Source: an optimization exercise on an open RTL-to-GDS flow (aim: small area, a short achievable clock period and few clock cycles per item). Production flows keep margins and buffers that such runs may drop.
Where RTL was checked, it was by simulation tests only, not by an equivalence proof against the original.
Function not checked in run 1: the RTL went through the layout flow alone.
No activity file was given, so power comes from the tool's default toggle rates.

<file path="design.v">
`timescale 1ns / 1ps
module axilite_s_v(
    input  wire         s_axi_aclk,
    input  wire         s_axi_aresetn,
    input  wire         s_axi_awvalid,
    output reg          s_axi_awready,
    input  wire [31: 0] s_axi_awaddr,
    input  wire         s_axi_wvalid,
    output reg          s_axi_wready,
    input  wire [31: 0] s_axi_wdata,
    output reg          s_axi_bvalid,
    input  wire         s_axi_bready,
    output reg  [1: 0]  s_axi_bresp,
    output reg          s_axi_arready,
    input  wire         s_axi_arvalid,
    input  wire [31: 0] s_axi_araddr,
    output reg          s_axi_rvalid,
    input  wire         s_axi_rready,
    output reg [31: 0]  s_axi_rdata,
    output reg  [1: 0]  s_axi_rresp
);
localparam NP = 7;                
wire rst = ~s_axi_aresetn;
reg  [2:0] t;                     
reg  [2:0] clr_cnt;               
wire       clearing = (clr_cnt != 3'd0);
wire [2:0] clr_next = rst ? 3'd4 : (clearing ? clr_cnt - 3'd1 : 3'd0);
wire       busy_next = (clr_next != 3'd0);
always @(posedge s_axi_aclk) begin
    t       <= rst ? 3'd0 : t + 3'd1;
    clr_cnt <= clr_next;
end
reg        awb_v;                 
reg  [6:0] awb_a;
reg        awb_oob;
reg        wb_v;                  
reg [31:0] wb_d;
reg        b1_v;                  
reg        b1_err;
reg  [NP-1:0] pv;                 
reg     [6:0] pa [0:NP-1];
reg    [31:0] pd [0:NP-1];
wire aw_hs  = s_axi_awvalid & s_axi_awready;
wire w_hs   = s_axi_wvalid  & s_axi_wready;
wire aw_oob = |s_axi_awaddr[31:7];
wire        p_oob = awb_v ? awb_oob : aw_oob;
wire  [6:0] p_a   = awb_v ? awb_a   : s_axi_awaddr[6:0];
wire [31:0] p_d   = wb_v  ? wb_d    : s_axi_wdata;
reg  [NP-1:0] hit;
reg  [NP-1:0] ins;
reg           free_seen;
integer e;
always @* begin
    for (e = 0; e < NP; e = e + 1)
        hit[e] = pv[e] & (pa[e] == p_a);
    free_seen = 1'b0;
    for (e = 0; e < NP; e = e + 1) begin
        ins[e] = (|hit) ? hit[e] : (~pv[e] & ~free_seen);
        free_seen = free_seen | ~pv[e];
    end
end
reg  [NP-1:0] ca, cb;
reg    [15:0] ra, rb;
reg  [31:0] ca_d, cb_d;
always @* begin
    ca_d = 32'd0;
    cb_d = 32'd0;
    for (e = 0; e < NP; e = e + 1) begin
        ca_d = ca_d | ({32{ca[e]}} & pd[e]);
        cb_d = cb_d | ({32{cb[e]}} & pd[e]);
    end
end
wire have_aw = awb_v | aw_hs;
wire have_w  = wb_v  | w_hs;
wire b_pop   = s_axi_bvalid & s_axi_bready;
wire b_room  = ~b1_v;             
wire pair    = have_aw & have_w & b_room & (p_oob | (|ins));
wire p_ins   = pair & ~p_oob;
wire [NP-1:0] pv_n = (pv & ~ca & ~cb) | ({NP{p_ins}} & ins);
wire [NP-1:0] pv_k = pv & ~ca & ~cb;
wire    [2:0] t_n  = t + 3'd1;
reg  [NP-1:0] ca_n, cb_n;
reg    [15:0] ra_n, rb_n;
reg           sa, sb;
always @* begin
    sa = 1'b0;
    sb = 1'b0;
    ra_n = 16'd0;
    rb_n = 16'd0;
    for (e = 0; e < NP; e = e + 1) begin
        ca_n[e] = pv_k[e] & (pa[e][2:0] == ~t_n) & ~sa;
        cb_n[e] = pv_k[e] & (pa[e][2:0] == (~t_n ^ 3'd4)) & ~sb;
        sa = sa | ca_n[e];
        sb = sb | cb_n[e];
        ra_n = ra_n | ({16{ca_n[e]}} & (16'd1 << pa[e][6:3]));
        rb_n = rb_n | ({16{cb_n[e]}} & (16'd1 << pa[e][6:3]));
    end
end
always @(posedge s_axi_aclk) begin
    if (rst) begin
        awb_v <= 1'b0;
        wb_v  <= 1'b0;
        s_axi_bvalid <= 1'b0;
        b1_v  <= 1'b0;
        s_axi_awready <= 1'b0;
        s_axi_wready  <= 1'b0;
        pv    <= {NP{1'b0}};
        ca    <= {NP{1'b0}};
        cb    <= {NP{1'b0}};
        ra    <= 16'd0;
        rb    <= 16'd0;
    end else begin
        awb_v <= have_aw & ~pair;
        wb_v  <= have_w  & ~pair;
        s_axi_awready <= ~(have_aw & ~pair) & ~busy_next;
        s_axi_wready  <= ~(have_w  & ~pair) & ~busy_next;
        if (~s_axi_bvalid | b_pop) begin
            if (b1_v) begin
                s_axi_bvalid <= 1'b1;
                b1_v <= pair;
            end else begin
                s_axi_bvalid <= pair;
            end
        end else if (pair) begin
            b1_v <= 1'b1;
        end
        pv <= pv_n;
        ca <= ca_n;
        cb <= cb_n;
        ra <= ra_n;
        rb <= rb_n;
    end
    if (aw_hs) begin
        awb_a   <= s_axi_awaddr[6:0];
        awb_oob <= aw_oob;
    end
    if (w_hs) wb_d <= s_axi_wdata;
    if (~s_axi_bvalid | b_pop) begin
        if (b1_v) s_axi_bresp <= {2{b1_err}};
        else      s_axi_bresp <= {2{p_oob}};
    end
    if (pair) b1_err <= p_oob;
end
genvar g;
generate
    for (g = 0; g < NP; g = g + 1) begin : pend
        always @(posedge s_axi_aclk)
            if (p_ins & ins[g]) begin
                pa[g] <= p_a;
                pd[g] <= p_d;
            end
    end
endgenerate
reg  [4095:0] mem;
wire   [31:0] bus_a = clearing ? 32'd0 : ca_d;
wire   [31:0] bus_b = clearing ? 32'd0 : cb_d;
generate
    for (g = 0; g < 16; g = g + 1) begin : ring
        always @(posedge s_axi_aclk) begin
            mem[(g*8+1)*32 +: 32] <= mem[(g*8+0)*32 +: 32];
            mem[(g*8+2)*32 +: 32] <= mem[(g*8+1)*32 +: 32];
            mem[(g*8+3)*32 +: 32] <= mem[(g*8+2)*32 +: 32];
            mem[(g*8+5)*32 +: 32] <= mem[(g*8+4)*32 +: 32];
            mem[(g*8+6)*32 +: 32] <= mem[(g*8+5)*32 +: 32];
            mem[(g*8+7)*32 +: 32] <= mem[(g*8+6)*32 +: 32];
            if (clearing | ra[g])
                mem[(g*8+0)*32 +: 32] <= bus_a;
            else
                mem[(g*8+0)*32 +: 32] <= mem[(g*8+7)*32 +: 32];
            if (clearing | rb[g])
                mem[(g*8+4)*32 +: 32] <= bus_b;
            else
                mem[(g*8+4)*32 +: 32] <= mem[(g*8+3)*32 +: 32];
        end
    end
endgenerate
reg        q0_v, q1_v;            
reg [127:0] q0_sel;               
reg  [6:0] q0_a, q1_a;
reg        q0_oob, q1_oob;
wire ar_hs  = s_axi_arvalid & s_axi_arready;
wire ar_oob = |s_axi_araddr[31:7];
reg        a_v;                   
reg [31:0] a_lo, a_hi;
reg        a_oob;
wire b_take = a_v & (~s_axi_rvalid | s_axi_rready);
wire r_take = q0_v & (~a_v | b_take);
wire q0_load = r_take | ~q0_v;
wire  [6:0] nq_a   = (r_take & q1_v) ? q1_a   : s_axi_araddr[6:0];
wire        nq_oob = (r_take & q1_v) ? q1_oob : ar_oob;
wire  [2:0] nq_s   = nq_a[2:0] + t + 3'd1;
wire [127:0] nq_sel = {127'd0, ~nq_oob} << {nq_a[6:3], nq_s};
reg [127:0] q0_rot;
integer k;
always @* begin
    for (k = 0; k < 16; k = k + 1)
        q0_rot[k*8 +: 8] = {q0_sel[k*8 +: 7], q0_sel[k*8 + 7]};
end
reg [31:0] rd_lo, rd_hi;
reg [31:0] fw_d;
reg        fw_hit;
always @* begin
    rd_lo = 32'd0;
    rd_hi = 32'd0;
    for (k = 0; k < 64; k = k + 1) begin
        rd_lo = rd_lo | ({32{q0_sel[k]}} & mem[k*32 +: 32]);
        rd_hi = rd_hi | ({32{q0_sel[k+64]}} & mem[(k+64)*32 +: 32]);
    end
    fw_d = 32'd0;
    fw_hit = 1'b0;
    for (e = 0; e < NP; e = e + 1) begin
        fw_d   = fw_d | ({32{pv[e] & (pa[e] == q0_a)}} & pd[e]);
        fw_hit = fw_hit | (pv[e] & (pa[e] == q0_a));
    end
end
always @(posedge s_axi_aclk) begin
    if (rst) begin
        q0_v <= 1'b0;
        q1_v <= 1'b0;
        a_v  <= 1'b0;
        s_axi_rvalid  <= 1'b0;
        s_axi_arready <= 1'b0;
    end else begin
        if (b_take)
            s_axi_rvalid <= 1'b1;
        else if (s_axi_rready)
            s_axi_rvalid <= 1'b0;
        if (r_take)
            a_v <= 1'b1;
        else if (b_take)
            a_v <= 1'b0;
        if (r_take) begin
            q0_v <= q1_v | ar_hs;
            q1_v <= q1_v & ar_hs;
        end else begin
            q0_v <= q0_v | ar_hs;
            q1_v <= q1_v | (q0_v & ar_hs);
        end
        s_axi_arready <= (r_take ? ~(q1_v & ar_hs) : ~(q1_v | (q0_v & ar_hs))) & ~busy_next;
    end
    if (r_take) begin
        a_lo  <= (fw_hit | q0_oob) ? 32'd0 : rd_lo;
        a_hi  <= (fw_hit & ~q0_oob) ? fw_d : rd_hi;
        a_oob <= q0_oob;
    end
    if (b_take) begin
        s_axi_rdata <= a_lo | a_hi;
        s_axi_rresp <= {2{a_oob}};
    end
    if (q0_load) begin
        q0_sel <= nq_sel; q0_a <= nq_a; q0_oob <= nq_oob;
    end else begin
        q0_sel <= q0_rot;
    end
    if (ar_hs & (r_take ? q1_v : q0_v)) begin
        q1_a <= s_axi_araddr[6:0]; q1_oob <= ar_oob;
    end
end
endmodule
</file>
<file path="run.sh">
#!/bin/bash
# synth_recipe.tcl (not shown) runs the flow's synth.tcl, then flattens the netlist and writes it again
# the make line also repeats each setting of config.mk as NAME=value (left out here)
make -C /OpenROAD-flow-scripts/flow DESIGN_CONFIG=/design/flow/config.mk WORK_HOME=/design/flow/orfs CLKGATE_MAP_FILE= SYNTH_SCRIPT=/design/flow/synth_recipe.tcl finish
</file>
<file path="config.mk">
export PLATFORM = sky130hd
export DESIGN_NAME = axilite_s_v
export DESIGN_NICKNAME = axilite_s_v
export VERILOG_FILES = /design/flow/design.v
export SDC_FILE = /design/flow/constraint.sdc
export NUM_CORES = 4
export LEC_CHECK = 0
export CAP_MARGIN = 20
export CORE_MARGIN = 2
export CORE_UTILIZATION = 35
export CTS_CLUSTER_DIAMETER = 70
export CTS_CLUSTER_SIZE = 24
export PLACE_DENSITY = 0.45
export SETUP_SLACK_MARGIN = 2.4
export SLEW_MARGIN = 20
export SYNTH_MEMORY_MAX_BITS = 8192
</file>
<file path="constraint.sdc">
create_clock -name core_clock -period 5.0 [get_ports {s_axi_aclk}]
set_input_delay 1.0000 -clock core_clock [delete_from_list [all_inputs] [get_ports {s_axi_aclk}]]
set_output_delay 1.0000 -clock core_clock [all_outputs]
set_load 0.01 [all_outputs]
</file>
==> results of run 1 <==
## worst reg2reg max path: stages (launching register included)
cell,delay (ns)
dfxtp_4,0.36
buf_8,0.14
mux2i_4,0.19
buf_12,0.13
buf_12,0.13
xor2_1,0.14
nand4_1,0.16
nor4_4,0.05
buf_6,0.13
buf_6,0.11
nor4_4,0.22
buf_4,0.18
nand4b_1,0.15
a21oi_4,0.21
buf_12,0.17
buf_12,0.14
buf_16,0.14
## sequential cells by signal, summed over array words and instances (netlist names), 32 cells and up
name	count
mem	4096
pa	49
a_lo	32
s_axi_rdata	32
a_hi	32
pd	224
q0_sel	128
wb_d	32
## cell families after synthesis
| kind of cell | Yosys count | share of synthesized area |
|---|---|---|
| compound gates | 3756 | 0.224 |
| xor+xnor | 120 | 0.00778 |
| fa+ha+maj | 5 | 0.000494 |
| buf+inv | 943 | 0.0255 |
| flops | 4723 | 0.697 |
| mux | 47 | 0.00379 |
| simple gates | 1061 | 0.0410 |
## per-layer routing
metal,global-route usage,vias to the layer above,share of wire
met5,0,-,0.00090
met4,0.293,72,0.095
met3,0.139,3315,0.13
met2,0.568,10800,0.41
met1,0.479,59600,0.36
li1,-,43200,-
## through the flow
step           hold slack [ns]  instance area [um^2]
5_1_grt                  0.336                174000
6_report                 0.322                174000
4_1_cts                  0.318                170000
3_5_place_dp             0.336                152000
2_1_floorplan            0.331                142000
3_3_place_gp             0.333                152000
## placed cells by master, fill, tap and decap left out, types with 22 or more instances in the layout
cell type | Yosys | layout
nand3_1 | 97 | 82
a22o_1 | 1962 | 1962
mux2_2 | 32 | 32
a22oi_1 | 524 | 514
a221oi_1 | 866 | 799
buf_12 | 0 | 258
dfxtp_1 | 4294 | 4110
o31a_1 | 27 | 27
a222oi_1 | 101 | 101
xnor2_1 | 90 | 75
diode_2 | 0 | 61
clkdlybuf4s50_1 | 0 | 100
buf_8 | 0 | 52
nor2_4 | 0 | 66
nand2b_1 | 24 | 22
inv_1 | 35 | 34
a31oi_4 | 0 | 68
nor2_1 | 196 | 119
or2_2 | 49 | 44
clkbuf_1 | 792 | 27
or4_4 | 1 | 32
nand4_1 | 293 | 293
a221oi_2 | 1 | 57
a31oi_1 | 103 | 27
buf_16 | 0 | 55
edfxtp_1 | 429 | 429
buf_2 | 14 | 39
dfxtp_4 | 0 | 163
nor3_1 | 66 | 36
nand2_1 | 123 | 114
buf_6 | 5 | 203
clkbuf_16 | 0 | 256
nor4_4 | 1 | 56
buf_4 | 4 | 638
o21ai_2 | 0 | 35
## worst min-delay path by stage
stage / to / slack (ns) / cells past startpoint
global route: mem[993] / 0.34 / 0
global placement: mem[3288] / 0.33 / 0
finish: mem[1604] / 0.32 / 0
floorplan: mem[1001] / 0.33 / 0
detailed placement: mem[3690] / 0.34 / 0
CTS: mem[3049] / 0.32 / 0
## area by class of cell
class / instances / area, um^2
inverters: 37 / 165
clock inverters: 65 / 783
repair inverters: 1 / 8.76
repair buffers: 1360 / 16100
multi-input cells: 4990 / 44100
flip-flops and latches: 4723 / 99500
diodes: 61 / 153
well taps: 5405 / 6760
fillers: 36700 / 229000
clock buffers: 280 / 6360
## where the power goes
group          internal, uW  total [uW]  switching, uW  leakage [uW]
logic                   767        2820           2060        0.0206
registers             38100       38200           47.7        0.0386
clock network          9510       22800          13300       0.00350
total                 48400       63800          15400        0.0627
## repair_timing
action | in CTS | in global routing
resized for setup | 924 | 310
endpoints found under the hold margin | 0 | 0
pin swaps | 254 | 180
buffers inserted | 581 | 167
gates cloned | 44 | 15
endpoints found under the setup margin | 1521 | 685
==> key figures, run 1 <==
Hold path
  – Min-delay src: mem[1572]
  – Worst Hold Class: flop to flop

Critical path
  – Worst reg2reg path depth: 16
  – Worst setup SP type: flop
  – Slowest stage delay, CP: 0.36 ns
  – Crit path to: pd[4][27]
  – CP endpoint kind: flop
  – Worst path bufs/invs: 9
  – Crit path launch: awb_v
  – Worst flop-to-flop path endpoint: pd[4][27]
  – Crit path max-delay family: buffers and inverters
  – Critical path type: flop to flop
  – Arr. time, crit path: 3.78 ns
  – Crit path required time: 5.76 ns
  – Max stage delay cell, worst path: dfxtp_4
  – Cell depth of the worst setup path: 16
  – Cell Chain, Critical Path: buf_8, mux2i_4, buf_12, buf_12, xor2_1, nand4_1, nor4_4, buf_6, buf_6, nor4_4, buf_4, nand4b_1, a21oi_4, buf_12, buf_12, buf_16
  – Reg2reg setup slack: 1.98 ns
  – R2R Path Start: awb_v
  – CP dominant cell by count: buf_12
  – Crit Path Max Fanout: 5

Timing
  – Post-route minimum period: 3.02 ns
  – Worst setup slack after layout: 1.98 ns
  – RSZ-0062 raised after global routing: true
  – Worst slew pin tran: 1.29 ns
  – Max Slew Vio Count: 0
  – Setup TNS: 0 ns
  – Final setup violation count: 0
  – Max Fclk: 332 MHz
  – Final Hold Viols: 0
  – Fin crit share: 0.603
  – Worst slew margin: 0.142
  – Clock skew: 0.0677 ns

Detailed routing
  – Drt total wl: 842000 um
  – Initial DRT Pass Iterations: 10
  – Avg Vias per Cell: 6.91
  – DR DRC count: 0
  – Post-DR wirelength/cell: 49.8 um
  – 1st-iter DRT viols: 20900
  – Vias: 117000
  – DRT antenna net count: 0

Final layout
  – Finished Layout Cells: 16900
  – Share of cells above drive strength 1: 0.208
  – Layout overhead on the synthesized area: 22.7%
  – Finished Core Util: 0.432
  – NumNets Final: 11500

Global routing
  – Global-route usage over all layers: 0.393
  – Global-route wire length before repair: 1080000 um
  – Gr ovfl total: 0
  – Pin count of the biggest net entering global routing: 73
  – Vias in the first global route: 110000
  – Antenna violations before repair: 116

Clocking
  – Root Buffer Master: clkbuf_16
  – CTS H-tree lvls: 4
  – Clock buffer depth: 4
  – Clock latency (worst-skew pair): 1.07 ns
  – Clock sink count: 4723
  – Clock transition at path regs: 0.10 ns
  – Clock buffer count from CTS: 240
  – CTS Hold Bufs: 0
  – CTS tree: done

Synthesis
  – Post-synth cell types: 88
  – Synthesized area per cell: 13.3 um^2
  – Synthesis-stage register bit count: 4723
  – Synth Flop Type: dfxtp_1
  – Syn Std Cell Area: 142000 um^2
  – Syn Nets: 10800
  – Fraction of registers with async set/reset: 0
  – Cell type with the largest total area after synthesis: dfxtp_1
  – Synth top area cells: dfxtp_1 (61%), a22o_1 (12%), edfxtp_1 (9.1%), a221oi_1 (5.4%), a22oi_1 (2.8%)
  – Sequential share of the synthesized area: 0.697
  – Number of synthesized flops with an enable pin: 429
  – Post-synth top cells: dfxtp_1 (4294), a22o_1 (1962), a221oi_1 (866)
  – Cell with the most instances after synthesis: dfxtp_1
  – Ys Warns: 3
  – Syn Inst Count: 10700
  – Post-synth top area share: 0.606

Pwr
  – Worst IR drop on VDD: 0.000386 V
  – Leakage: 0.0627 uW
  – PD cells: 367 nW/um^2
  – Pwr Total: 63800 uW

Place
  – Post-DP HPWL: 456000 um
  – Setup slack at placement: 0.709 ns
  – DP Cell Count: 15700
  – GPL Wtd Cong: 0.957
  – PortBufs: 143

Floorplan
  – # rows: 233
  – Ports: 144
  – CORE AREA: 403000 um^2
  – Die H: 640 um
  – Die ar.: 410000 um^2
  – Die W: 640 um
  – Initial Util: 0.352

Flow run
  – Max Cap Viol: 0

Status
  – Status: complete, no violations
==> run 2: changes to the inputs <==
--- a/design.v
+++ b/design.v
@@ -55,7 +55,7 @@
         hit[e] = pv[e] & (pa[e] == p_a);
     free_seen = 1'b0;
     for (e = 0; e < NP; e = e + 1) begin
-        ins[e] = (|hit) ? hit[e] : (~pv[e] & ~free_seen);
+        ins[e] = ~pv[e] & ~free_seen;
         free_seen = free_seen | ~pv[e];
     end
 end
@@ -74,9 +74,9 @@
 wire have_w  = wb_v  | w_hs;
 wire b_pop   = s_axi_bvalid & s_axi_bready;
 wire b_room  = ~b1_v;             
-wire pair    = have_aw & have_w & b_room & (p_oob | (|ins));
+wire pair    = have_aw & have_w & b_room & (p_oob | free_seen);
 wire p_ins   = pair & ~p_oob;
-wire [NP-1:0] pv_n = (pv & ~ca & ~cb) | ({NP{p_ins}} & ins);
+wire [NP-1:0] pv_n = (pv & ~ca & ~cb & ~({NP{p_ins}} & hit)) | ({NP{p_ins}} & ins);
 wire [NP-1:0] pv_k = pv & ~ca & ~cb;
 wire    [2:0] t_n  = t + 3'd1;
 reg  [NP-1:0] ca_n, cb_n;
@@ -175,7 +175,8 @@
     end
 endgenerate
 reg        q0_v, q1_v;            
-reg [127:0] q0_sel;               
+reg  [15:0] q0_ring;              
+reg   [7:0] q0_slot;              
 reg  [6:0] q0_a, q1_a;
 reg        q0_oob, q1_oob;
 wire ar_hs  = s_axi_arvalid & s_axi_arready;
@@ -189,22 +190,24 @@
 wire  [6:0] nq_a   = (r_take & q1_v) ? q1_a   : s_axi_araddr[6:0];
 wire        nq_oob = (r_take & q1_v) ? q1_oob : ar_oob;
 wire  [2:0] nq_s   = nq_a[2:0] + t + 3'd1;
-wire [127:0] nq_sel = {127'd0, ~nq_oob} << {nq_a[6:3], nq_s};
-reg [127:0] q0_rot;
+wire [15:0] nq_ring = {15'd0, ~nq_oob} << nq_a[6:3];
+wire  [7:0] nq_slot = 8'd1 << nq_s;
 integer k;
-always @* begin
-    for (k = 0; k < 16; k = k + 1)
-        q0_rot[k*8 +: 8] = {q0_sel[k*8 +: 7], q0_sel[k*8 + 7]};
-end
+reg [31:0] ring_q [0:15];
 reg [31:0] rd_lo, rd_hi;
 reg [31:0] fw_d;
 reg        fw_hit;
 always @* begin
+    for (k = 0; k < 16; k = k + 1) begin
+        ring_q[k] = 32'd0;
+        for (e = 0; e < 8; e = e + 1)
+            ring_q[k] = ring_q[k] | ({32{q0_slot[e]}} & mem[(k*8+e)*32 +: 32]);
+    end
     rd_lo = 32'd0;
     rd_hi = 32'd0;
-    for (k = 0; k < 64; k = k + 1) begin
-        rd_lo = rd_lo | ({32{q0_sel[k]}} & mem[k*32 +: 32]);
-        rd_hi = rd_hi | ({32{q0_sel[k+64]}} & mem[(k+64)*32 +: 32]);
+    for (k = 0; k < 8; k = k + 1) begin
+        rd_lo = rd_lo | ({32{q0_ring[k]}} & ring_q[k]);
+        rd_hi = rd_hi | ({32{q0_ring[k+8]}} & ring_q[k+8]);
     end
     fw_d = 32'd0;
     fw_hit = 1'b0;
@@ -248,9 +251,9 @@
         s_axi_rresp <= {2{a_oob}};
     end
     if (q0_load) begin
-        q0_sel <= nq_sel; q0_a <= nq_a; q0_oob <= nq_oob;
+        q0_ring <= nq_ring; q0_slot <= nq_slot; q0_a <= nq_a; q0_oob <= nq_oob;
     end else begin
-        q0_sel <= q0_rot;
+        q0_slot <= {q0_slot[6:0], q0_slot[7]};
     end
     if (ar_hs & (r_take ? q1_v : q0_v)) begin
         q1_a <= s_axi_araddr[6:0]; q1_oob <= ar_oob;
==> key figures, run 2 <==
Final layout
  – Most common cell after layout, fill and taps aside: dfxtp_1
  – Finished Layout Cells: 16600
  – Biggest regs: mem x4096, pd x224, pa x49
  – Layout overhead on the synthesized area: 20.5%
  – Fill cell count: 36400
  – Largest Register: mem
  – Max reg flops: 4096
  – Share of cells above drive strength 1: 0.177
  – NumNets Final: 11200
  – Most frequent cells in the layout: dfxtp_1 (4111), a22oi_1 (2194), a22o_1 (1059)

Global routing
  – Vias in the first global route: 103000
  – Gr ovfl total: 0
  – Pin count of the biggest net entering global routing: 107
  – Global-route wire length before repair: 848000 um
  – Global-route usage over all layers: 0.294
  – Antenna violations before repair: 44

Place
  – PortBufs: 143
  – GPL Wtd Cong: 0.873
  – Setup slack at placement: 1.10 ns
  – DP Cell Count: 15600
  – Post-DP HPWL: 334000 um

Timing
  – Final Hold Viols: 0
  – Fin crit share: 0.615
  – Final setup violation count: 0
  – Setup TNS: 0 ns
  – Worst setup slack after layout: 1.93 ns
  – Post-route minimum period: 3.07 ns
  – Worst slew pin tran: 1.22 ns
  – Max Slew Vio Count: 0
  – Worst slew margin: 0.184
  – Clock skew: 0.0847 ns
  – Max Fclk: 325 MHz
  – RSZ-0062 raised after global routing: true

Critical path
  – Worst flop-to-flop path endpoint: a_hi[31]
  – Crit path required time: 5.71 ns
  – Crit Path Max Fanout: 33
  – Worst path bufs/invs: 2
  – Max stage delay cell, worst path: nand4_1
  – Crit path launch: q0_slot[0]
  – Slowest stage delay, CP: 0.74 ns
  – R2R Path Start: q0_slot[0]
  – CP endpoint kind: flop
  – Cell Chain, Critical Path: buf_12, buf_12, a22oi_1, nand4_1, a22oi_2, nand4_1, mux2_4
  – Critical path type: flop to flop
  – Reg2reg setup slack: 1.93 ns
  – Worst setup SP type: flop
  – Crit path to: a_hi[31]
  – Arr. time, crit path: 3.78 ns
  – Worst reg2reg path depth: 7
  – Cell depth of the worst setup path: 7
  – Crit path max-delay family: simple AND/OR/NAND/NOR gates

Pwr
  – Leakage: 0.0587 uW
  – Pwr Total: 69700 uW
  – PD cells: 413 nW/um^2
  – Worst IR drop on VDD: 0.000261 V

Floorplan
  – Die ar.: 405000 um^2
  – Ports: 144
  – Initial Util: 0.351
  – # rows: 232
  – Die H: 636 um
  – Die W: 636 um
  – CORE AREA: 399000 um^2

Clocking
  – Clock buffer depth: 4
  – Root Buffer Master: clkbuf_16
  – Clock buffer count from CTS: 265
  – CTS tree: done
  – Clock latency (worst-skew pair): 0.97 ns
  – Clock transition at path regs: 0.10 ns
  – CTS H-tree lvls: 5
  – CTS Hold Bufs: 0
  – Clock sink count: 4619

Synthesis
  – Fraction of registers with async set/reset: 0
  – Number of synthesized flops with an enable pin: 445
  – Cell type with the largest total area after synthesis: dfxtp_1
  – Sequential share of the synthesized area: 0.692
  – Syn Std Cell Area: 140000 um^2
  – Post-synth cell types: 77
  – Syn Inst Count: 10800
  – Post-synth top area share: 0.597
  – Synthesized area per cell: 12.9 um^2
  – Synth Flop Type: dfxtp_1
  – Synth top area cells: dfxtp_1 (60%), a22oi_1 (13%), edfxtp_1 (9.5%), a22o_1 (6.6%), nand4_1 (2.7%)
  – Syn Nets: 10900
  – Post-synth top cells: dfxtp_1 (4174), a22oi_1 (2436), a22o_1 (1059)
  – Cell with the most instances after synthesis: dfxtp_1
  – Synthesis-stage register bit count: 4619
  – Ys Warns: 4

Detailed routing
  – Avg Vias per Cell: 6.30
  – Drt total wl: 628000 um
  – Initial DRT Pass Iterations: 12
  – 1st-iter DRT viols: 13500
  – Vias: 104000
  – Post-DR wirelength/cell: 37.9 um
  – DRT antenna net count: 0
  – DR DRC count: 0

Flow run
  – Max Cap Viol: 0

Hold path
  – Worst Hold Class: flop to flop

Status
  – Status: complete, no violations
run 2: changes by cell type after synthesis, moves of 55 or more:
| cell | delta |
|---|---|
| dfxtp_1 | -120 |
| a22o_1 | -903 |
| nand2_1 | -61 |
| nor2_1 | -84 |
| o21ai_0 | -55 |
| a221oi_1 | -834 |
| a22oi_1 | +1912 |
| nand4_1 | +319 |
run 2: worst min path at each step:
stage | from | end | slack, ns | depth (start not counted)
3_5_place_dp | mem[30] | mem[62] | 0.34 | 0
3_3_place_gp | mem[2249] | mem[2281] | 0.33 | 0
5_1_grt | mem[1323] | mem[1355] | 0.31 | 0
4_1_cts | mem[3924] | mem[3956] | 0.31 | 0
6_report | mem[1458] | mem[1490] | 0.30 | 0
2_1_floorplan | mem[968] | mem[1000] | 0.33 | 0
run 2: timing repair:
action                                  4_1_cts  5_1_grt
endpoints found under the hold margin         0        0
gates cloned                                 86       23
resized for setup                           683      293
buffers inserted                            264      140
pin swaps                                   245      212
endpoints found under the setup margin     1348      159
run 2: worst reg2reg max path: cells and delay by family (launching register included):
family          cells  cell delay [ns]
flops               1             0.43
mux                 1             0.57
buf+inv             2             0.39
compound gates      2             0.59
simple gates        2             0.87
run 2: power by group:
part           switching, uW  internal, uW
combinational           5200          2200
clock                  13300         11400
sequential               114         37400
total                  18700         51000
run 2: stage by stage:
| step | utilization | hold slack [ns] | area (um^2) |
|---|---|---|---|
| floorplan | - | 0.331 | 140000 |
| global placement | 0.374 | 0.332 | 149000 |
| detailed placement | 0.374 | 0.336 | 149000 |
| CTS | 0.415 | 0.311 | 166000 |
| global route | 0.423 | 0.311 | 169000 |
| finish | 0.423 | 0.303 | 169000 |
run 2: logic make-up (layout without fill, tap and decap cells):
kind of cell / Yosys count / after routing / share of synthesized area
AO/OA/AOI/OAI: 3849 / 3850 / 0.217
multiplexers: 78 / 78 / 0.00616
XOR/XNOR: 131 / 131 / 0.00910
buffers and inverters: 1000 / 1475 / 0.0272
flip-flops: 4619 / 4619 / 0.692
AND/OR/NAND/NOR: 1131 / 1133 / 0.0475
other: 0 / 21 / 0
adder cells (fa/ha/maj): 5 / 5 / 0.000500
run 2: area by class of cell:
cell class                      count  area, um^2  share of cell area
Antenna cell                       21        52.6            0.000312
Clock buffer                      321        7190              0.0427
Clock inverter                    114        1520             0.00901
Inverter                           33         153            0.000905
Multi-Input combinational cell   5197       42900               0.254
Sequential cell                  4619       97100               0.575
Tap cell                         5265        6590              0.0391
Timing Repair Buffer             1006       13200              0.0783
Timing Repair inverter              1        8.76           0.0000519
run 2: layer usage:
metal / track usage / part of all wire / up-vias / wire (um)
li1: - / - / 42800 / -
met1: 0.386 / 0.41 / 54100 / 256000
met2: 0.457 / 0.44 / 6194 / 276000
met3: 0.0634 / 0.093 / 1379 / 58300
met4: 0.146 / 0.059 / 14 / 37000
met5: 0 / 0.00018 / - / 116
Testbench counts of run 2, summed over its fixed seeds: cycles 9,673, items 16,000.
==> run 3: changes to the inputs <==
--- a/design.v
+++ b/design.v
@@ -181,11 +181,7 @@
 reg        q0_oob, q1_oob;
 wire ar_hs  = s_axi_arvalid & s_axi_arready;
 wire ar_oob = |s_axi_araddr[31:7];
-reg        a_v;                   
-reg [31:0] a_lo, a_hi;
-reg        a_oob;
-wire b_take = a_v & (~s_axi_rvalid | s_axi_rready);
-wire r_take = q0_v & (~a_v | b_take);
+wire r_take = q0_v & (~s_axi_rvalid | s_axi_rready);
 wire q0_load = r_take | ~q0_v;
 wire  [6:0] nq_a   = (r_take & q1_v) ? q1_a   : s_axi_araddr[6:0];
 wire        nq_oob = (r_take & q1_v) ? q1_oob : ar_oob;
@@ -194,7 +190,7 @@
 wire  [7:0] nq_slot = 8'd1 << nq_s;
 integer k;
 reg [31:0] ring_q [0:15];
-reg [31:0] rd_lo, rd_hi;
+reg [31:0] rd_word;
 reg [31:0] fw_d;
 reg        fw_hit;
 always @* begin
@@ -203,12 +199,9 @@
         for (e = 0; e < 8; e = e + 1)
             ring_q[k] = ring_q[k] | ({32{q0_slot[e]}} & mem[(k*8+e)*32 +: 32]);
     end
-    rd_lo = 32'd0;
-    rd_hi = 32'd0;
-    for (k = 0; k < 8; k = k + 1) begin
-        rd_lo = rd_lo | ({32{q0_ring[k]}} & ring_q[k]);
-        rd_hi = rd_hi | ({32{q0_ring[k+8]}} & ring_q[k+8]);
-    end
+    rd_word = 32'd0;
+    for (k = 0; k < 16; k = k + 1)
+        rd_word = rd_word | ({32{q0_ring[k]}} & ring_q[k]);
     fw_d = 32'd0;
     fw_hit = 1'b0;
     for (e = 0; e < NP; e = e + 1) begin
@@ -220,18 +213,13 @@
     if (rst) begin
         q0_v <= 1'b0;
         q1_v <= 1'b0;
-        a_v  <= 1'b0;
         s_axi_rvalid  <= 1'b0;
         s_axi_arready <= 1'b0;
     end else begin
-        if (b_take)
+        if (r_take)
             s_axi_rvalid <= 1'b1;
         else if (s_axi_rready)
             s_axi_rvalid <= 1'b0;
-        if (r_take)
-            a_v <= 1'b1;
-        else if (b_take)
-            a_v <= 1'b0;
         if (r_take) begin
             q0_v <= q1_v | ar_hs;
             q1_v <= q1_v & ar_hs;
@@ -242,13 +230,8 @@
         s_axi_arready <= (r_take ? ~(q1_v & ar_hs) : ~(q1_v | (q0_v & ar_hs))) & ~busy_next;
     end
     if (r_take) begin
-        a_lo  <= (fw_hit | q0_oob) ? 32'd0 : rd_lo;
-        a_hi  <= (fw_hit & ~q0_oob) ? fw_d : rd_hi;
-        a_oob <= q0_oob;
-    end
-    if (b_take) begin
-        s_axi_rdata <= a_lo | a_hi;
-        s_axi_rresp <= {2{a_oob}};
+        s_axi_rdata <= (fw_hit & ~q0_oob) ? fw_d : rd_word;
+        s_axi_rresp <= {2{q0_oob}};
     end
     if (q0_load) begin
         q0_ring <= nq_ring; q0_slot <= nq_slot; q0_a <= nq_a; q0_oob <= nq_oob;
--- a/config.mk
+++ b/config.mk
@@ -11,6 +11,6 @@
 export CTS_CLUSTER_DIAMETER = 70
 export CTS_CLUSTER_SIZE = 24
 export PLACE_DENSITY = 0.45
-export SETUP_SLACK_MARGIN = 2.4
+export SETUP_SLACK_MARGIN = 2.2
 export SLEW_MARGIN = 20
 export SYNTH_MEMORY_MAX_BITS = 8192
==> key figures, run 3 <==
Floorplan
  – Die H: 631 um
  – Initial Util: 0.351
  – # rows: 230
  – Die W: 631 um
  – Die ar.: 398000 um^2
  – Ports: 144
  – CORE AREA: 392000 um^2

Status
  – Status: complete, no violations

Synthesis
  – Fraction of registers with async set/reset: 0
  – Synth top area cells: dfxtp_1 (61%), a22oi_1 (14%), edfxtp_1 (8.3%), a22o_1 (6.5%), nand4_1 (2.9%)
  – Number of synthesized flops with an enable pin: 380
  – Syn Std Cell Area: 138000 um^2
  – Sequential share of the synthesized area: 0.690
  – Cell with the most instances after synthesis: dfxtp_1
  – Syn Nets: 10900
  – Post-synth top area share: 0.607
  – Cell type with the largest total area after synthesis: dfxtp_1
  – Syn Inst Count: 10800
  – Ys Warns: 4
  – Synthesized area per cell: 12.8 um^2
  – Post-synth top cells: dfxtp_1 (4173), a22oi_1 (2498), a22o_1 (1027)
  – Synth Flop Type: dfxtp_1
  – Post-synth cell types: 78
  – Synthesis-stage register bit count: 4553

Timing
  – Max Slew Vio Count: 0
  – Worst slew pin tran: 1.27 ns
  – Final Hold Viols: 0
  – Worst setup slack after layout: 1.83 ns
  – Post-route minimum period: 3.17 ns
  – RSZ-0062 raised after global routing: true
  – Worst slew margin: 0.156
  – Max Fclk: 316 MHz
  – Setup TNS: 0 ns
  – Clock skew: 0.0499 ns
  – Final setup violation count: 0
  – Fin crit share: 0.634

Final layout
  – Layout overhead on the synthesized area: 16.6%
  – NumNets Final: 11000
  – Most common cell after layout, fill and taps aside: dfxtp_1
  – Fill cell count: 36300
  – Most frequent cells in the layout: dfxtp_1 (4114), a22oi_1 (2437), a22o_1 (1027)
  – Max reg flops: 4096
  – Largest Register: mem
  – Share of cells above drive strength 1: 0.132
  – Biggest regs: mem x4096, pd x224, pa x49

Pwr
  – PD cells: 419 nW/um^2
  – P_sw: 18000 uW
  – Combinational Power Share: 0.090
  – Worst IR drop on VDD: 0.000280 V
  – Leakage: 0.0562 uW
  – Clk pwr share: 0.362
  – Pint: 49200 uW
  – Reg power frac: 0.548
  – Sw frac: 0.268

Clocking
  – Root Buffer Master: clkbuf_16
  – CTS tree: done
  – Clock latency (worst-skew pair): 0.97 ns
  – Clock transition at path regs: 0.09 ns
  – CTS H-tree lvls: 5
  – Clock buffer count from CTS: 264
  – Clock sink count: 4553
  – Clock buffer depth: 4

Detailed routing
  – Post-DR wirelength/cell: 37.3 um
  – Avg Vias per Cell: 6.29
  – Initial DRT Pass Iterations: 11
  – DRT antenna net count: 0
  – DR DRC count: 0
  – Drt total wl: 606000 um
  – 1st-iter DRT viols: 14100
  – Vias: 102000

Global routing
  – Gr ovfl total: 0
  – Global-route usage over all layers: 0.289
  – Vias in the first global route: 100000
  – Global-route wire length before repair: 819000 um
  – Antenna violations before repair: 60
  – Pin count of the biggest net entering global routing: 91

Critical path
  – CP endpoint kind: flop
  – Critical path type: flop to flop
  – Crit Path Max Fanout: 83
  – Arr. time, crit path: 3.82 ns
  – Worst setup SP type: flop
  – Crit path required time: 5.65 ns

Place
  – GPL Wtd Cong: 0.906
  – Post-DP HPWL: 347000 um
  – PortBufs: 143
  – Setup slack at placement: 1.03 ns

Flow run
  – Max Cap Viol: 0

Hold path
  – Worst Hold Class: flop to flop
[run 3: layout make-up]
cell class                 instances  area [um^2]  share of cell area
tap                             5220         6530              0.0407
timing repair buffer             801         9310              0.0580
clock buffer                     304         7030              0.0439
inverter                          29          140            0.000874
sequential                      4553        95100               0.593
antenna                           11         27.5            0.000172
multi-input combinational       5213        40700               0.254
clock inverter                   117         1530             0.00951
[run 3: critical path: stages (launching register included)]
cell and delay, ns:
dfxtp_4 0.40, buf_4 0.15, buf_12 0.18, a22oi_2 0.36, nand4_1 0.19, a22oi_1 0.22
nand4_1 0.45, nor2_1 0.22, buf_4 0.22, a21oi_1 0.13
[run 3: cells by family (layout without fill, tap and decap cells)]
kind of cell / after synthesis / count (layout) / synth area share
xor+xnor: 127 / 127 / 0.00905
mux: 48 / 48 / 0.00380
simple gates: 1157 / 1159 / 0.0481
compound gates: 3872 / 3874 / 0.221
fa+ha+maj: 5 / 5 / 0.000509
buf+inv: 990 / 1251 / 0.0275
other cells: 0 / 11 / 0
flops: 4553 / 4553 / 0.690
[run 3: path summary, 6_finish.rpt]
check / slack (ns) / start / endpoint / cells after the start
worst min register to register: 0.31 / mem[1700] / mem[1732] / 0
worst min-delay path: 0.31 / mem[1700] / mem[1732] / 0
worst max register to register: 1.83 / q0_slot[6] / s_axi_rdata[7] / 9
worst max-delay path: 1.83 / q0_slot[6] / s_axi_rdata[7] / 9
[run 3: per-layer routing]
layer	routed length [um]	share of wire	global-route usage
met2	267000	0.44	0.450
met1	253000	0.42	0.390
met5	93	0.00015	0.00362
met3	56400	0.093	0.0609
met4	29300	0.048	0.118
[run 3: what timing repair did]
item                                   4_1_cts  5_1_grt
endpoints found under the hold margin        0        0
setup buffers                              122       64
gates resized for setup                    193      161
hold buffers                                 0        0
pin swaps                                   53      101
gates cloned                                 9       22
setup endpoints to repair                  941      515
[run 3: power by group through the flow]
stage          clock (uW)  sequential [uW]  combinational, uW
6_report            24300            36800               6050
3_5_place_dp            0            37900               5050
4_1_cts             24700            36800               5670
3_3_place_gp            0            37900               5050
2_1_floorplan           0            37700               1880
5_1_grt             26000            36900               5960
[run 3: stage by stage]
step,utilization,hold slack [ns],power (uW),instances,instance area (um^2)
after global placement,0.376,0.332,42900,15600,148000
final,0.409,0.312,67200,16200,160000
after detailed placement,0.377,0.336,42900,15600,148000
after floorplan,-,0.331,39500,10800,138000
after CTS,0.405,0.315,67200,16200,159000
after global routing,0.409,0.315,68800,16200,160000
Testbench counts of run 3, summed over its fixed seeds: cycles 9,393, items 16,000.
==> run 4: changes to the inputs <==
--- a/design.v
+++ b/design.v
@@ -22,12 +22,14 @@
 localparam NP = 7;                
 wire rst = ~s_axi_aresetn;
 reg  [2:0] t;                     
+reg  [2:0] t_n;                   
 reg  [2:0] clr_cnt;               
 wire       clearing = (clr_cnt != 3'd0);
 wire [2:0] clr_next = rst ? 3'd4 : (clearing ? clr_cnt - 3'd1 : 3'd0);
 wire       busy_next = (clr_next != 3'd0);
 always @(posedge s_axi_aclk) begin
-    t       <= rst ? 3'd0 : t + 3'd1;
+    t       <= rst ? 3'd0 : t_n;
+    t_n     <= rst ? 3'd1 : t_n + 3'd1;
     clr_cnt <= clr_next;
 end
 reg        awb_v;                 
@@ -77,8 +79,7 @@
 wire pair    = have_aw & have_w & b_room & (p_oob | free_seen);
 wire p_ins   = pair & ~p_oob;
 wire [NP-1:0] pv_n = (pv & ~ca & ~cb & ~({NP{p_ins}} & hit)) | ({NP{p_ins}} & ins);
-wire [NP-1:0] pv_k = pv & ~ca & ~cb;
-wire    [2:0] t_n  = t + 3'd1;
+wire [NP-1:0] pv_k = pv;
 reg  [NP-1:0] ca_n, cb_n;
 reg    [15:0] ra_n, rb_n;
 reg           sa, sb;
@@ -177,7 +178,9 @@
 reg        q0_v, q1_v;            
 reg  [15:0] q0_ring;              
 reg   [7:0] q0_slot;              
-reg  [6:0] q0_a, q1_a;
+reg   [7:0] q0_slot_n;            
+reg  [31:0] q0_fwd;               
+reg  [6:0] q1_a;
 reg        q0_oob, q1_oob;
 wire ar_hs  = s_axi_arvalid & s_axi_arready;
 wire ar_oob = |s_axi_araddr[31:7];
@@ -186,28 +189,33 @@
 wire  [6:0] nq_a   = (r_take & q1_v) ? q1_a   : s_axi_araddr[6:0];
 wire        nq_oob = (r_take & q1_v) ? q1_oob : ar_oob;
 wire  [2:0] nq_s   = nq_a[2:0] + t + 3'd1;
-wire [15:0] nq_ring = {15'd0, ~nq_oob} << nq_a[6:3];
 wire  [7:0] nq_slot = 8'd1 << nq_s;
+reg  [31:0] nq_fwd;
+reg         nq_hit;
 integer k;
+always @* begin
+    nq_fwd = 32'd0;
+    nq_hit = 1'b0;
+    for (e = 0; e < NP; e = e + 1) begin
+        nq_fwd = nq_fwd | ({32{pv[e] & (pa[e] == nq_a)}} & pd[e]);
+        nq_hit = nq_hit | (pv[e] & (pa[e] == nq_a));
+    end
+end
+wire [15:0] nq_ring = {15'd0, ~nq_oob & ~nq_hit} << nq_a[6:3];
 reg [31:0] ring_q [0:15];
 reg [31:0] rd_word;
-reg [31:0] fw_d;
-reg        fw_hit;
-always @* begin
-    for (k = 0; k < 16; k = k + 1) begin
+always @* begin
+    for (k = 0; k < 8; k = k + 1) begin
         ring_q[k] = 32'd0;
-        for (e = 0; e < 8; e = e + 1)
-            ring_q[k] = ring_q[k] | ({32{q0_slot[e]}} & mem[(k*8+e)*32 +: 32]);
-    end
-    rd_word = 32'd0;
+        ring_q[k+8] = 32'd0;
+        for (e = 0; e < 8; e = e + 1) begin
+            ring_q[k]   = ring_q[k]   | ({32{ q0_slot[e]}}   & mem[(k*8+e)*32 +: 32]);
+            ring_q[k+8] = ring_q[k+8] | ({32{~q0_slot_n[e]}} & mem[((k+8)*8+e)*32 +: 32]);
+        end
+    end
+    rd_word = q0_fwd;
     for (k = 0; k < 16; k = k + 1)
         rd_word = rd_word | ({32{q0_ring[k]}} & ring_q[k]);
-    fw_d = 32'd0;
-    fw_hit = 1'b0;
-    for (e = 0; e < NP; e = e + 1) begin
-        fw_d   = fw_d | ({32{pv[e] & (pa[e] == q0_a)}} & pd[e]);
-        fw_hit = fw_hit | (pv[e] & (pa[e] == q0_a));
-    end
 end
 always @(posedge s_axi_aclk) begin
     if (rst) begin
@@ -230,13 +238,15 @@
         s_axi_arready <= (r_take ? ~(q1_v & ar_hs) : ~(q1_v | (q0_v & ar_hs))) & ~busy_next;
     end
     if (r_take) begin
-        s_axi_rdata <= (fw_hit & ~q0_oob) ? fw_d : rd_word;
+        s_axi_rdata <= rd_word;
         s_axi_rresp <= {2{q0_oob}};
     end
     if (q0_load) begin
-        q0_ring <= nq_ring; q0_slot <= nq_slot; q0_a <= nq_a; q0_oob <= nq_oob;
+        q0_ring <= nq_ring; q0_slot <= nq_slot; q0_slot_n <= ~nq_slot;
+        q0_oob <= nq_oob; q0_fwd <= (nq_hit & ~nq_oob) ? nq_fwd : 32'd0;
     end else begin
-        q0_slot <= {q0_slot[6:0], q0_slot[7]};
+        q0_slot   <= {q0_slot[6:0], q0_slot[7]};
+        q0_slot_n <= {q0_slot_n[6:0], q0_slot_n[7]};
     end
     if (ar_hs & (r_take ? q1_v : q0_v)) begin
         q1_a <= s_axi_araddr[6:0]; q1_oob <= ar_oob;
--- a/config.mk
+++ b/config.mk
@@ -11,6 +11,6 @@
 export CTS_CLUSTER_DIAMETER = 70
 export CTS_CLUSTER_SIZE = 24
 export PLACE_DENSITY = 0.45
-export SETUP_SLACK_MARGIN = 2.2
+export SETUP_SLACK_MARGIN = 2.3
 export SLEW_MARGIN = 20
 export SYNTH_MEMORY_MAX_BITS = 8192
==> key figures, run 4 <==
Status
  – Status: complete, no violations

Pwr
  – Leakage: 0.0540 uW
  – PD cells: 408 nW/um^2
  – Worst IR drop on VDD: 0.000304 V

Global routing
  – Antenna violations before repair: 61
  – Gr ovfl total: 0
  – Vias in the first global route: 102000
  – Global-route wire length before repair: 871000 um
  – Pin count of the biggest net entering global routing: 67
  – Global-route usage over all layers: 0.309

Final layout
  – NumNets Final: 11000
  – Biggest regs: mem x4096, pd x224, pa x49
  – Max reg flops: 4096
  – Layout overhead on the synthesized area: 15.3%
  – Largest Register: mem
  – Share of cells above drive strength 1: 0.133
  – Most common cell after layout, fill and taps aside: dfxtp_1
  – Fill cell count: 36500
  – Storage element area: 96100 um^2
  – Multi-input logic area: 41100 um^2
  – Most frequent cells in the layout: dfxtp_1 (4114), a22oi_1 (2199), a22o_1 (1046)

Hold path
  – Worst Hold Class: flop to flop

Synthesis
  – Cell type with the largest total area after synthesis: dfxtp_1
  – Sequential share of the synthesized area: 0.690
  – Fraction of registers with async set/reset: 0
  – Synthesized area per cell: 12.9 um^2
  – Synthesis-stage register bit count: 4589
  – Cell with the most instances after synthesis: dfxtp_1
  – Number of synthesized flops with an enable pin: 405
  – Syn Std Cell Area: 139000 um^2
  – Syn Inst Count: 10800
  – Synth top area cells: dfxtp_1 (60%), a22oi_1 (12%), edfxtp_1 (8.7%), a22o_1 (6.6%), clkbuf_1 (1.9%)
  – Post-synth cell types: 88
  – Post-synth top area share: 0.602
  – Ys Warns: 4
  – Synth Flop Type: dfxtp_1
  – Syn Nets: 10900
  – Post-synth top cells: dfxtp_1 (4184), a22oi_1 (2201), a22o_1 (1046)

Timing
  – Worst slew pin tran: 1.27 ns
  – Worst slew margin: 0.156
  – Clock skew: 0.0834 ns
  – WHS: 0.314 ns
  – Max Slew Vio Count: 0
  – Max Fclk: 326 MHz
  – Final setup violation count: 0
  – Setup TNS: 0 ns
  – Final Hold Viols: 0
  – Fin crit share: 0.613
  – RSZ-0062 raised after global routing: true
  – Post-route minimum period: 3.07 ns

Critical path
  – Crit path max-delay family: flip-flops
  – Crit path required time: 4.00 ns
  – CP endpoint kind: primary output
  – Arr. time, crit path: 2.07 ns
  – Max stage delay cell, worst path: edfxtp_1
  – Cell Chain, Critical Path: buf_6
  – Reg2reg setup slack: 2.20 ns
  – Slowest stage delay, CP: 0.85 ns
  – Critical path type: flop to primary output
  – Crit Path Max Fanout: 1
  – Worst setup SP type: flop
  – Worst path bufs/invs: 1

Floorplan
  – Die W: 634 um
  – Ports: 144
  – CORE AREA: 396000 um^2
  – Die ar.: 403000 um^2
  – # rows: 231
  – Die H: 634 um
  – Initial Util: 0.352

Detailed routing
  – Initial DRT Pass Iterations: 13
  – Avg Vias per Cell: 6.41
  – Post-DR wirelength/cell: 39.7 um
  – Drt total wl: 647000 um
  – DR DRC count: 0
  – DRT antenna net count: 0
  – 1st-iter DRT viols: 15100
  – Vias: 104000

Clocking
  – Clock latency (worst-skew pair): 1.02 ns
  – Clock sink count: 4589
  – Clock transition at path regs: 0.10 ns
  – Clock buffer depth: 4
  – CTS tree: done
  – Root Buffer Master: clkbuf_16
  – CTS H-tree lvls: 4
  – Clock buffer count from CTS: 238

Flow run
  – Max Cap Viol: 0

Place
  – GPL Wtd Cong: 0.885
  – Post-DP HPWL: 377000 um
  – PortBufs: 143
==> run 4: cell count changes after synthesis, moves of 25 or more <==
cell,delta
edfxtp_1,+25
a22oi_1,-297
a221oi_1,+39
nor2_1,-60
a2111oi_0,+29
nand2_1,+46
a21oi_1,+98
and3_1,+31
clkbuf_1,-157
nand4_1,-338
a41oi_1,+280
buf_1,+151
inv_1,+28
==> run 4: cell type report <==
cell class,count,share of cell area
inverter,70,0.00277
clock buffer,301,0.0398
antenna,45,0.000702
tap,5242,0.0409
timing repair buffer,797,0.0544
timing repair inverter,2,0.000109
multi-input combinational,5166,0.256
clock inverter,79,0.00586
sequential,4589,0.599
==> run 4: power by group <==
group / leakage (uW) / internal [uW] / switching, uW
Clock: 0.00356 / 9550 / 12800
Combinational: 0.0129 / 1150 / 4770
Sequential: 0.0376 / 37100 / 126
==> run 4: timing repair <==
action	in CTS	in global routing
resized for setup	373	146
gates cloned	19	9
hold buffers	0	0
setup buffers	165	71
hold endpoints to repair	0	0
pin swaps	41	47
endpoints found under the setup margin	1170	534
==> run 4: cells by family after synthesis <==
| kind of cell | after synthesis | share of synthesized area |
|---|---|---|
| adder cells (fa/ha/maj) | 5 | 0.000504 |
| AO/OA/AOI/OAI | 4144 | 0.236 |
| flip-flops | 4589 | 0.690 |
| XOR/XNOR | 116 | 0.00730 |
| buffers and inverters | 1040 | 0.0288 |
| AND/OR/NAND/NOR | 857 | 0.0347 |
| multiplexers | 42 | 0.00335 |
==> run 4: path summary, 6_finish.rpt <==
kind                   start         endpoint  cells past startpoint
min                mem[2199]        mem[2231]                      0
max reg2reg     q0_slot_n[6]  s_axi_rdata[22]                      6
max          s_axi_rdata[14]  s_axi_rdata[14]                      1
min reg2reg        mem[2199]        mem[2231]                      0
==> run 4: through the flow <==
step	power, uW	setup WS (ns)	utilization	instances	area (um^2)
finish	65500	1.93	0.405	16300	160000
global route	66900	1.95	0.405	16300	160000
CTS	65400	1.82	0.401	16200	159000
detailed placement	43100	0.685	0.376	15600	149000
global placement	43100	0.661	0.375	15600	149000
floorplan	39800	1.13	-	10800	139000
==> run 4: metal layers <==
| metal | vias up | track usage | part of all wire |
|---|---|---|---|
| li1 | 42200 | - | - |
| met1 | 54100 | 0.409 | 0.41 |
| met2 | 6671 | 0.481 | 0.44 |
| met3 | 1445 | 0.0613 | 0.091 |
| met4 | 16 | 0.152 | 0.057 |
| met5 | - | 0 | 0.00018 |
Testbench counts of run 4, summed over its fixed seeds: cycles 9,393, items 16,000.
==> run 5: changes to the inputs <==
--- a/design.v
+++ b/design.v
@@ -39,6 +39,7 @@
 reg [31:0] wb_d;
 reg        b1_v;                  
 reg        b1_err;
+reg        b_err;                 
 reg  [NP-1:0] pv;                 
 reg     [6:0] pa [0:NP-1];
 reg    [31:0] pd [0:NP-1];
@@ -46,6 +47,7 @@
 wire w_hs   = s_axi_wvalid  & s_axi_wready;
 wire aw_oob = |s_axi_awaddr[31:7];
 wire        p_oob = awb_v ? awb_oob : aw_oob;
+wire        b_new = b1_v ? b1_err : p_oob;
 wire  [6:0] p_a   = awb_v ? awb_a   : s_axi_awaddr[6:0];
 wire [31:0] p_d   = wb_v  ? wb_d    : s_axi_wdata;
 reg  [NP-1:0] hit;
@@ -75,8 +77,9 @@
 wire have_aw = awb_v | aw_hs;
 wire have_w  = wb_v  | w_hs;
 wire b_pop   = s_axi_bvalid & s_axi_bready;
+wire b_load  = ~s_axi_bvalid | b_pop;
 wire b_room  = ~b1_v;             
-wire pair    = have_aw & have_w & b_room & (p_oob | free_seen);
+wire pair    = have_aw & have_w & b_room & free_seen;
 wire p_ins   = pair & ~p_oob;
 wire [NP-1:0] pv_n = (pv & ~ca & ~cb & ~({NP{p_ins}} & hit)) | ({NP{p_ins}} & ins);
 wire [NP-1:0] pv_k = pv;
@@ -136,17 +139,15 @@
         awb_oob <= aw_oob;
     end
     if (w_hs) wb_d <= s_axi_wdata;
-    if (~s_axi_bvalid | b_pop) begin
-        if (b1_v) s_axi_bresp <= {2{b1_err}};
-        else      s_axi_bresp <= {2{p_oob}};
-    end
+    if (b_load) b_err <= b_new;
+    s_axi_bresp <= {2{b_load ? (b_new & (b1_v | pair)) : b_err}};
     if (pair) b1_err <= p_oob;
 end
 genvar g;
 generate
     for (g = 0; g < NP; g = g + 1) begin : pend
         always @(posedge s_axi_aclk)
-            if (p_ins & ins[g]) begin
+            if (pair & ins[g]) begin
                 pa[g] <= p_a;
                 pd[g] <= p_d;
             end
@@ -177,15 +178,17 @@
 endgenerate
 reg        q0_v, q1_v;            
 reg  [15:0] q0_ring;              
-reg   [7:0] q0_slot;              
-reg   [7:0] q0_slot_n;            
+reg  [31:0] q0_slot;              
 reg  [31:0] q0_fwd;               
 reg  [6:0] q1_a;
 reg        q0_oob, q1_oob;
+reg [31:0] r_hold;                
+reg        r_err;                 
 wire ar_hs  = s_axi_arvalid & s_axi_arready;
 wire ar_oob = |s_axi_araddr[31:7];
 wire r_take = q0_v & (~s_axi_rvalid | s_axi_rready);
 wire q0_load = r_take | ~q0_v;
+wire r_keep  = s_axi_rvalid & ~s_axi_rready;
 wire  [6:0] nq_a   = (r_take & q1_v) ? q1_a   : s_axi_araddr[6:0];
 wire        nq_oob = (r_take & q1_v) ? q1_oob : ar_oob;
 wire  [2:0] nq_s   = nq_a[2:0] + t + 3'd1;
@@ -205,13 +208,10 @@
 reg [31:0] ring_q [0:15];
 reg [31:0] rd_word;
 always @* begin
-    for (k = 0; k < 8; k = k + 1) begin
+    for (k = 0; k < 16; k = k + 1) begin
         ring_q[k] = 32'd0;
-        ring_q[k+8] = 32'd0;
-        for (e = 0; e < 8; e = e + 1) begin
-            ring_q[k]   = ring_q[k]   | ({32{ q0_slot[e]}}   & mem[(k*8+e)*32 +: 32]);
-            ring_q[k+8] = ring_q[k+8] | ({32{~q0_slot_n[e]}} & mem[((k+8)*8+e)*32 +: 32]);
-        end
+        for (e = 0; e < 8; e = e + 1)
+            ring_q[k] = ring_q[k] | ({32{q0_slot[(k/4)*8 + e]}} & mem[(k*8+e)*32 +: 32]);
     end
     rd_word = q0_fwd;
     for (k = 0; k < 16; k = k + 1)
@@ -238,15 +238,17 @@
         s_axi_arready <= (r_take ? ~(q1_v & ar_hs) : ~(q1_v | (q0_v & ar_hs))) & ~busy_next;
     end
     if (r_take) begin
-        s_axi_rdata <= rd_word;
-        s_axi_rresp <= {2{q0_oob}};
-    end
+        r_hold <= rd_word;
+        r_err  <= q0_oob;
+    end
+    s_axi_rdata <= r_take ? rd_word : (r_hold & {32{r_keep}});
+    s_axi_rresp <= {2{r_take ? q0_oob : (r_err & r_keep)}};
     if (q0_load) begin
-        q0_ring <= nq_ring; q0_slot <= nq_slot; q0_slot_n <= ~nq_slot;
+        q0_ring <= nq_ring; q0_slot <= {4{nq_slot}};
         q0_oob <= nq_oob; q0_fwd <= (nq_hit & ~nq_oob) ? nq_fwd : 32'd0;
     end else begin
-        q0_slot   <= {q0_slot[6:0], q0_slot[7]};
-        q0_slot_n <= {q0_slot_n[6:0], q0_slot_n[7]};
+        for (k = 0; k < 4; k = k + 1)
+            q0_slot[k*8 +: 8] <= {q0_slot[k*8 +: 7], q0_slot[k*8 + 7]};
     end
     if (ar_hs & (r_take ? q1_v : q0_v)) begin
         q1_a <= s_axi_araddr[6:0]; q1_oob <= ar_oob;
--- a/config.mk
+++ b/config.mk
@@ -11,6 +11,6 @@
 export CTS_CLUSTER_DIAMETER = 70
 export CTS_CLUSTER_SIZE = 24
 export PLACE_DENSITY = 0.45
-export SETUP_SLACK_MARGIN = 2.3
+export SETUP_SLACK_MARGIN = 2.35
 export SLEW_MARGIN = 20
 export SYNTH_MEMORY_MAX_BITS = 8192
==> key figures, run 5 <==
Hold path
  – Worst Hold Class: flop to flop
  – Hold depth: 0
  – Min-delay src: mem[3803]
  – WHS Endpoint: mem[3835]

Final layout
  – NumNets Final: 11000
  – Most frequent cells in the layout: dfxtp_1 (4140), a22oi_1 (2328), a22o_1 (1091)
  – Max reg flops: 4096
  – Largest Register: mem
  – Layout overhead on the synthesized area: 15.6%
  – Share of cells above drive strength 1: 0.129
  – Finished Cell Area: 162000 um^2
  – Finished Layout Cells: 16400
  – Biggest regs: mem x4096, pd x224, pa x49
  – Most common cell after layout, fill and taps aside: dfxtp_1

Pwr
  – Worst IR drop on VDD: 0.000306 V
  – Combinational Power Share: 0.086
  – Leakage: 0.0565 uW
  – P_sw: 18700 uW
  – PD cells: 423 nW/um^2
  – Reg power frac: 0.552
  – Pint: 50000 uW
  – Clk pwr share: 0.362
  – Sw frac: 0.272

Synthesis
  – Synthesized area per cell: 12.9 um^2
  – Post-synth top area share: 0.604
  – Fraction of registers with async set/reset: 0
  – Syn Nets: 11000
  – Sequential share of the synthesized area: 0.690
  – Synthesis-stage register bit count: 4639
  – Syn Std Cell Area: 140000 um^2
  – Cell with the most instances after synthesis: dfxtp_1
  – Syn Inst Count: 10900
  – Post-synth cell types: 76
  – Ys Warns: 4
  – Synth Flop Type: dfxtp_1
  – Cell type with the largest total area after synthesis: dfxtp_1
  – Post-synth top cells: dfxtp_1 (4234), a22oi_1 (2350), a22o_1 (1091)
  – Number of synthesized flops with an enable pin: 405
  – Synth top area cells: dfxtp_1 (60%), a22oi_1 (13%), edfxtp_1 (8.7%), a22o_1 (6.8%), nand4_1 (2.5%)

Flow run
  – Max Cap Viol: 0

Timing
  – Max Fclk: 328 MHz
  – Final setup violation count: 0
  – Final Hold Viols: 0
  – Max Slew Vio Count: 0
  – Fin crit share: 0.609
  – Clock skew: 0.0778 ns
  – Setup TNS: 0 ns
  – RSZ-0062 raised after global routing: true
  – Worst slew margin: 0.122
  – Post-route minimum period: 3.04 ns
  – Worst slew pin tran: 1.32 ns

Place
  – GPL Wtd Cong: 0.886
  – DP Cell Count: 15700
  – Post-DP HPWL: 370000 um
  – PortBufs: 143
  – DP Area: 149000 um^2

Critical path
  – Arr. time, crit path: 3.84 ns
  – Worst setup SP type: flop
  – CP endpoint kind: flop
  – R2R Path Start: pa[1][1]
  – Critical path type: flop to flop
  – Crit Path Max Fanout: 12
  – Reg2reg setup slack: 1.96 ns
  – Worst reg2reg path depth: 10
  – Worst flop-to-flop path endpoint: q0_fwd[26]
  – Crit path required time: 5.80 ns

Floorplan
  – Ports: 144
  – # rows: 232
  – Die H: 637 um
  – CORE AREA: 399000 um^2
  – Die W: 637 um
  – Initial Util: 0.351
  – Die ar.: 406000 um^2

Clocking
  – Clock buffer count from CTS: 266
  – CTS H-tree lvls: 5
  – Clock sink count: 4639
  – Clock buffer depth: 4
  – CTS tree: done
  – Clock latency (worst-skew pair): 1.00 ns
  – Root Buffer Master: clkbuf_16
  – Clock transition at path regs: 0.09 ns
  – CTS Hold Bufs: 0

Detailed routing
  – DRT antenna net count: 0
  – 1st-iter DRT viols: 15900
  – Post-DR wirelength/cell: 39.3 um
  – Vias: 106000
  – DR DRC count: 0
  – Drt total wl: 643000 um
  – Avg Vias per Cell: 6.46
  – Initial DRT Pass Iterations: 12

Global routing
  – Global-route wire length before repair: 871000 um
  – Gr ovfl total: 0
  – Antenna violations before repair: 68
  – Vias in the first global route: 103000
  – Pin count of the biggest net entering global routing: 66
  – Global-route usage over all layers: 0.304

Status
  – Status: complete, no violations
run 5: cell count changes in the layout (fill, tap and decap cells not counted), sizes merged, moves of 55 or more:
cell / delta
a41oi: -279
nand4: +275
a22oi: +149
a21oi: -83
buf: -59
a31oi: +55
run 5: final cells by class:
type / instances / area (um^2)
Multi-Input combinational cell: 5216 / 41200
Clock inverter: 108 / 1470
Inverter: 53 / 226
Antenna cell: 21 / 52.6
Timing Repair Buffer: 758 / 8300
Fill cell: 36900 / 237000
Clock buffer: 310 / 7210
Sequential cell: 4639 / 97200
Tap cell: 5265 / 6590
run 5: stage by stage:
step | utilization | power [uW] | worst slack, ns | hold slack [ns]
floorplan | - | 40300 | 1.47 | 0.331
global placement | 0.374 | 43500 | 0.389 | 0.332
detailed placement | 0.374 | 43500 | 0.416 | 0.336
CTS | 0.403 | 68500 | 2.03 | 0.322
global route | 0.406 | 70100 | 1.91 | 0.325
finish | 0.406 | 68700 | 1.96 | 0.315
run 5: per-layer routing:
layer  GRT usage  part of all wire  wire [um]
met1       0.404              0.41     262000
met2       0.461              0.43     278000
met3      0.0752              0.10      66800
met4       0.151             0.056      36000
met5           0           0.00018        117
run 5: what timing repair did:
item / CTS / global route
setup endpoints to repair: 1354 / 499
pin swaps: 57 / 45
buffers inserted: 187 / 66
cloned: 8 / 3
gates resized for setup: 208 / 86
run 5: worst max-delay path, cell delays in order (launching register included):
cell and delay [ns]:
edfxtp_1 0.43, buf_6 0.16, a222oi_1 0.33, o2111ai_1 0.20
a2111oi_2 0.55, buf_4 0.19, nor3b_4 0.25, nor4_4 0.06
a31o_4 0.35, buf_12 0.20, a31oi_4 0.16
run 5: worst max path at each step:
stage	slack [ns]	end	startpoint
5_1_grt	1.91	q0_fwd[20]	pa[1][1]
4_1_cts	2.03	q0_fwd[31]	q1_a[3]
3_5_place_dp	0.42	q0_fwd[14]	s_axi_rready
2_1_floorplan	1.47	pa[1][0]	s_axi_wvalid
3_3_place_gp	0.39	q0_fwd[31]	s_axi_araddr[1]
6_report	1.96	q0_fwd[26]	pa[1][1]
run 5: cell families (layout without fill, tap and decap cells):
group                    after synthesis  in the layout  synth area share
XOR/XNOR                             112            112           0.00699
multiplexers                          41             41           0.00322
buffers and inverters               1029           1229            0.0281
AO/OA/AOI/OAI                       3997           3997             0.227
AND/OR/NAND/NOR                     1059           1061            0.0436
other                                  0             21                 0
adder cells (fa/ha/maj)                5              5          0.000499
flip-flops                          4639           4639             0.690
run 5: power groups by stage:
stage	Combinational [uW]	Sequential (uW)	Clock [uW]
final	5910	37900	24900
after floorplan	1840	38400	0
after detailed placement	4360	39200	0
after CTS	5450	38000	25100
after global routing	5740	37900	26500
after global placement	4370	39200	0
Testbench counts of run 5, summed over its fixed seeds: cycles 9,393, items 16,000.

afterwards: timing with drivers on the ports:
In the flow no input, the clock included, has a driving cell. The finished layouts below were timed again as built, in two steps.
Step 1 (the two cells are an assumption about what drives the block):
set clk [get_ports {s_axi_aclk}]
set_driving_cell -lib_cell sky130_fd_sc_hd__clkbuf_16 $clk
set_driving_cell -lib_cell sky130_fd_sc_hd__buf_2 [delete_from_list [all_inputs] $clk]
Step 2, shift: input delay + t, output delay - t, t = (earliest + latest rising clock arrival at the registers) / 2. This alone moves slack from input paths to output paths.
a / b / c = ideal / step 1 / step 2; a / b = the first two.
run | t (ns) | slack for setup (ns) | latest minus earliest clock arrival (ns) | cell pins on the clock port's net
run 1 | 1.155 | 1.983 / 1.983 / 0.989 | 0.078 / 0.079 | 1
run 2 | 1.050 | 1.926 / 1.926 / 1.500 | 0.088 / 0.089 | 1
run 3 | 1.051 | 1.831 / 1.831 / 1.147 | 0.070 / 0.070 | 1
run 4 | 1.098 | 1.934 / 1.809 / 1.300 | 0.084 / 0.084 | 1
run 5 | 1.065 | 1.956 / 1.956 / 1.038 | 0.101 / 0.102 | 1
After both steps setup and hold are still met in every run listed. For run 1, which loses most, drivers alone change the setup slack by 0.000 ns; drivers and shift together by -0.994 ns.
